What follows belongs to an exercise in optimizing a design on an open flow for small area and a short achievable clock period; a production flow would make more cautious choices.
RTL that was checked went through simulation tests only; none was proved equivalent to the original.
No driver is modelled on the clock port, so clock power and skew are understated where the tree is cut down; a real chip needs a root buffer or a tree.
Power and IR drop assume default switching activity.

==> flow/design.v <==
module fifo_module #(
    parameter WIDTH = 8,
    parameter DEPTH = 16,
    parameter ADDR_WIDTH = 4
) (
    input clk,
    input rst,
    input [WIDTH-1:0] data_in,
    input write_enable,
    input read_enable,
    output reg [WIDTH-1:0] data_out,
    output reg full,
    output reg empty
);
reg [WIDTH-1:0] mem [0:DEPTH-1];
reg [ADDR_WIDTH-1:0] head;
wire do_write = write_enable & ~full;
wire do_read  = read_enable & ~empty;
wire up = do_write & ~do_read;
wire dn = do_read & ~do_write;
wire [ADDR_WIDTH-1:0] head_inc = head + 1'b1;
wire [ADDR_WIDTH-1:0] head_dec = head - 1'b1;
wire head_lo = (head == 0);
wire head_hi = (head == DEPTH-2);
integer i;
always @(posedge clk) begin
    if (do_write) begin
        mem[0] <= data_in;
        for (i = 1; i < DEPTH; i = i + 1)
            mem[i] <= mem[i-1];
    end
end
always @(posedge clk) begin
    if (do_read && !rst)
        data_out <= mem[head];
end
always @(posedge clk) begin
    if (rst) begin
        head  <= {ADDR_WIDTH{1'b1}};
        empty <= 1'b1;
        full  <= 1'b0;
    end else begin
        if (up)
            head <= head_inc;
        else if (dn)
            head <= head_dec;
        if (empty)
            empty <= ~write_enable;
        else if (dn && head_lo)
            empty <= 1'b1;
        if (full)
            full <= ~read_enable;
        else if (up && head_hi)
            full <= 1'b1;
    end
end
endmodule
Settings: LEC_CHECK=0, CAP_MARGIN=20, CORE_MARGIN=2, CORE_UTILIZATION=40, SLEW_MARGIN=20; clock period 4.0 ns.
run.sh (not shown) runs the stock make flow with config.mk's settings and CLKGATE_MAP_FILE= SYNTH_SCRIPT=/design/flow/synth_recipe.tcl, a recipe that flattens the netlist after the stock synthesis.
Rerun with:
==> flow/design.v (replaced) <==
module fifo_module #(
    parameter WIDTH = 8,
    parameter DEPTH = 16,
    parameter ADDR_WIDTH = 4
) (
    input clk,
    input rst,
    input [WIDTH-1:0] data_in,
    input write_enable,
    input read_enable,
    output reg [WIDTH-1:0] data_out,
    output wire full,
    output wire empty
);
reg [WIDTH-1:0] mem [0:DEPTH-1];
reg [ADDR_WIDTH:0] head;
assign empty = head[ADDR_WIDTH];
assign full  = ~head[ADDR_WIDTH] & (&head[ADDR_WIDTH-1:0]);
wire do_write = write_enable & ~full;
wire do_read  = read_enable & ~empty;
integer i;
always @(posedge clk) begin
    if (do_write) begin
        mem[0] <= data_in;
        for (i = 1; i < DEPTH; i = i + 1)
            mem[i] <= mem[i-1];
    end
end
always @(posedge clk) begin
    if (do_read && !rst)
        data_out <= mem[head[ADDR_WIDTH-1:0]];
end
always @(posedge clk) begin
    if (rst)
        head <= {(ADDR_WIDTH+1){1'b1}};
    else if (do_write && !do_read)
        head <= head + 1'b1;
    else if (do_read && !do_write)
        head <= head - 1'b1;
end
endmodule
=>
- count of clock-buffer cells in the layout went up by 4
- sequential cell count is lower by 1
- synthesized area rises by 2.3%
- core utilization came out lower by 0.25 points
- wire length drops by 0.42%
- critical path depth fell by 4
- via count is lower by 3.5%
- clock power goes down by about 9%
- power went up by 23%
- design area increases by 0.64%
Function not checked in the first run of this note: the RTL went through the layout flow alone.

--- another note on this design; it stands on its own ---

// fifo_module
module fifo_module #(
    parameter WIDTH = 8,
    parameter DEPTH = 16,
    parameter ADDR_WIDTH = 4
) (
    input clk,
    input rst,
    input [WIDTH-1:0] data_in,
    input write_enable,
    input read_enable,
    output reg [WIDTH-1:0] data_out,
    output reg full,
    output reg empty
);
reg [WIDTH-1:0] mem_n [0:DEPTH-1];    
reg [3:0] lo_n, hi_n;                 
reg full_q, empty_q;                  
wire [3:0] lo_d, hi_d;
wire empty_d, full_d, empty_o_d, full_o_d, dout_en;
wire [DEPTH-1:0] mem_en;
fm_ctrl u_ctrl (
    .we(write_enable), .re(read_enable), .rst(rst),
    .lo_n(lo_n), .hi_n(hi_n), .empty(empty_q), .full(full_q),
    .lo_d(lo_d), .hi_d(hi_d), .empty_d(empty_d), .full_d(full_d),
    .empty_o_d(empty_o_d), .full_o_d(full_o_d),
    .dout_en(dout_en)
);
always @(posedge clk) begin
    lo_n    <= lo_d;
    hi_n    <= hi_d;
    empty_q <= empty_d;
    full_q  <= full_d;
    empty   <= empty_o_d;
    full    <= full_o_d;
end
wire [WIDTH-1:0] din_n;
genvar k, b;
generate
    for (b = 0; b < WIDTH; b = b + 1) begin : g_din
        fm_inv u_inv (.a(data_in[b]), .y(din_n[b]));
    end
    for (k = 0; k < DEPTH; k = k + 1) begin : g_wen
        wire en_n;
        fm_nand2b u_en_n (.a_n(full_q), .b(write_enable), .y(en_n));
        fm_inv u_en (.a(en_n), .y(mem_en[k]));
    end
endgenerate
always @(posedge clk) begin
    if (mem_en[0])
        mem_n[0] <= din_n;
end
generate
    for (k = 1; k < DEPTH; k = k + 1) begin : g_shift
        always @(posedge clk) begin
            if (mem_en[k])
                mem_n[k] <= mem_n[k-1];
        end
    end
endgenerate
wire [DEPTH-1:0] sel;
generate
    for (k = 0; k < DEPTH; k = k + 1) begin : g_sel
        fm_nor2 u_sel (.a(lo_n[k % 4]), .b(hi_n[k / 4]), .y(sel[k]));
    end
endgenerate
wire [WIDTH-1:0] oldest, dout_d;
generate
    for (b = 0; b < WIDTH; b = b + 1) begin : g_rd
        wire [7:0] t;
  ...
Settings: LEC_CHECK=0, CAP_MARGIN=20, CORE_MARGIN=2, CORE_UTILIZATION=60, SETUP_SLACK_MARGIN=2.5, SLEW_MARGIN=20, SYNTH_HIERARCHICAL=1, SYNTH_MINIMUM_KEEP_SIZE=0; clock period 4.0 ns.
standard.sh (not shown) runs the stock make flow with config.mk's settings and CLKGATE_MAP_FILE= SYNTH_SCRIPT=/design/flow/synth_recipe.tcl, a recipe that flattens the netlist after the stock synthesis.
==> flow/flow/run.sh <==
#!/bin/bash
# The standard layout, with three changes: port buffers of a fixed small
# cell, every cell downsized after floorplanning (the repair steps size up
# what needs it), and a clock tree built by hand in place of the tool's.
set -euo pipefail
FLOW_DIR=$(cd "$(dirname "${BASH_SOURCE[0]}")" && pwd)
export BUFFER_PORTS_ARGS="-buffer_cell sky130_fd_sc_hd__buf_2"
export POST_FLOORPLAN_TCL=$FLOW_DIR/downsize.tcl
export PRE_CTS_TCL=$FLOW_DIR/cts_pre.tcl
bash standard.sh > standard.log 2>&1
Other scripts of this flow, unchanged in this note and not shown: flow/flow/cts_pre.tcl, flow/flow/downsize.tcl, flow/flow/manual_cts.tcl
==> next run, changes <==
SETUP_SLACK_MARGIN = 2.45   (was 2.5)
Outcome: The changed run finished with timing, DRC and antenna clean. Hold slack improved by 0.0072 ns. Total power came out lower by 3.0%. Final area came out lower by 2.1%.
Function was not checked in any run of this note: the RTL went through the layout flow alone. No run of this note takes its clock network from TritonCTS; it comes from the design's own scripts or RTL.

[static timing again, ports no longer ideal]
In the flow no input, the clock included, has a driving cell. The finished layouts below were timed again as built, in two steps. Step 1 assumes that a clkbuf_16 drives the clock port and a buf_2 every other input. Step 2 also shifts input and output timing later by t, the mid clock arrival at the registers, as if the neighbouring blocks saw the same clock. Slacks: no drivers / after step 1 / after step 2; pairs: no drivers / after step 1.
run | shift t [ns] | setup WS [ns] | hold slack, ns | worst data-port slew with drivers (ns)
the first run of note 1 | 0.451 | 1.489 / 1.489 / 1.342 | 0.448 / 0.448 / 0.448 | 0.04
the second run of note 1 | 0.458 | 1.057 / 1.018 / 1.100 | 0.439 / 0.439 / 0.439 | 0.03
the first run of note 2 | 0.290 | 2.497 / 2.441 / 2.262 | 0.450 / 0.450 / 0.450 | 0.06
the second run of note 2 | 0.284 | 2.483 / 2.408 / 2.246 | 0.457 / 0.457 / 0.457 | 0.05
After both steps setup and hold are still met in every run listed. The setup slack of the second run of note 2, which loses most, moves by -0.075 ns with the drivers and by -0.237 ns with both steps.
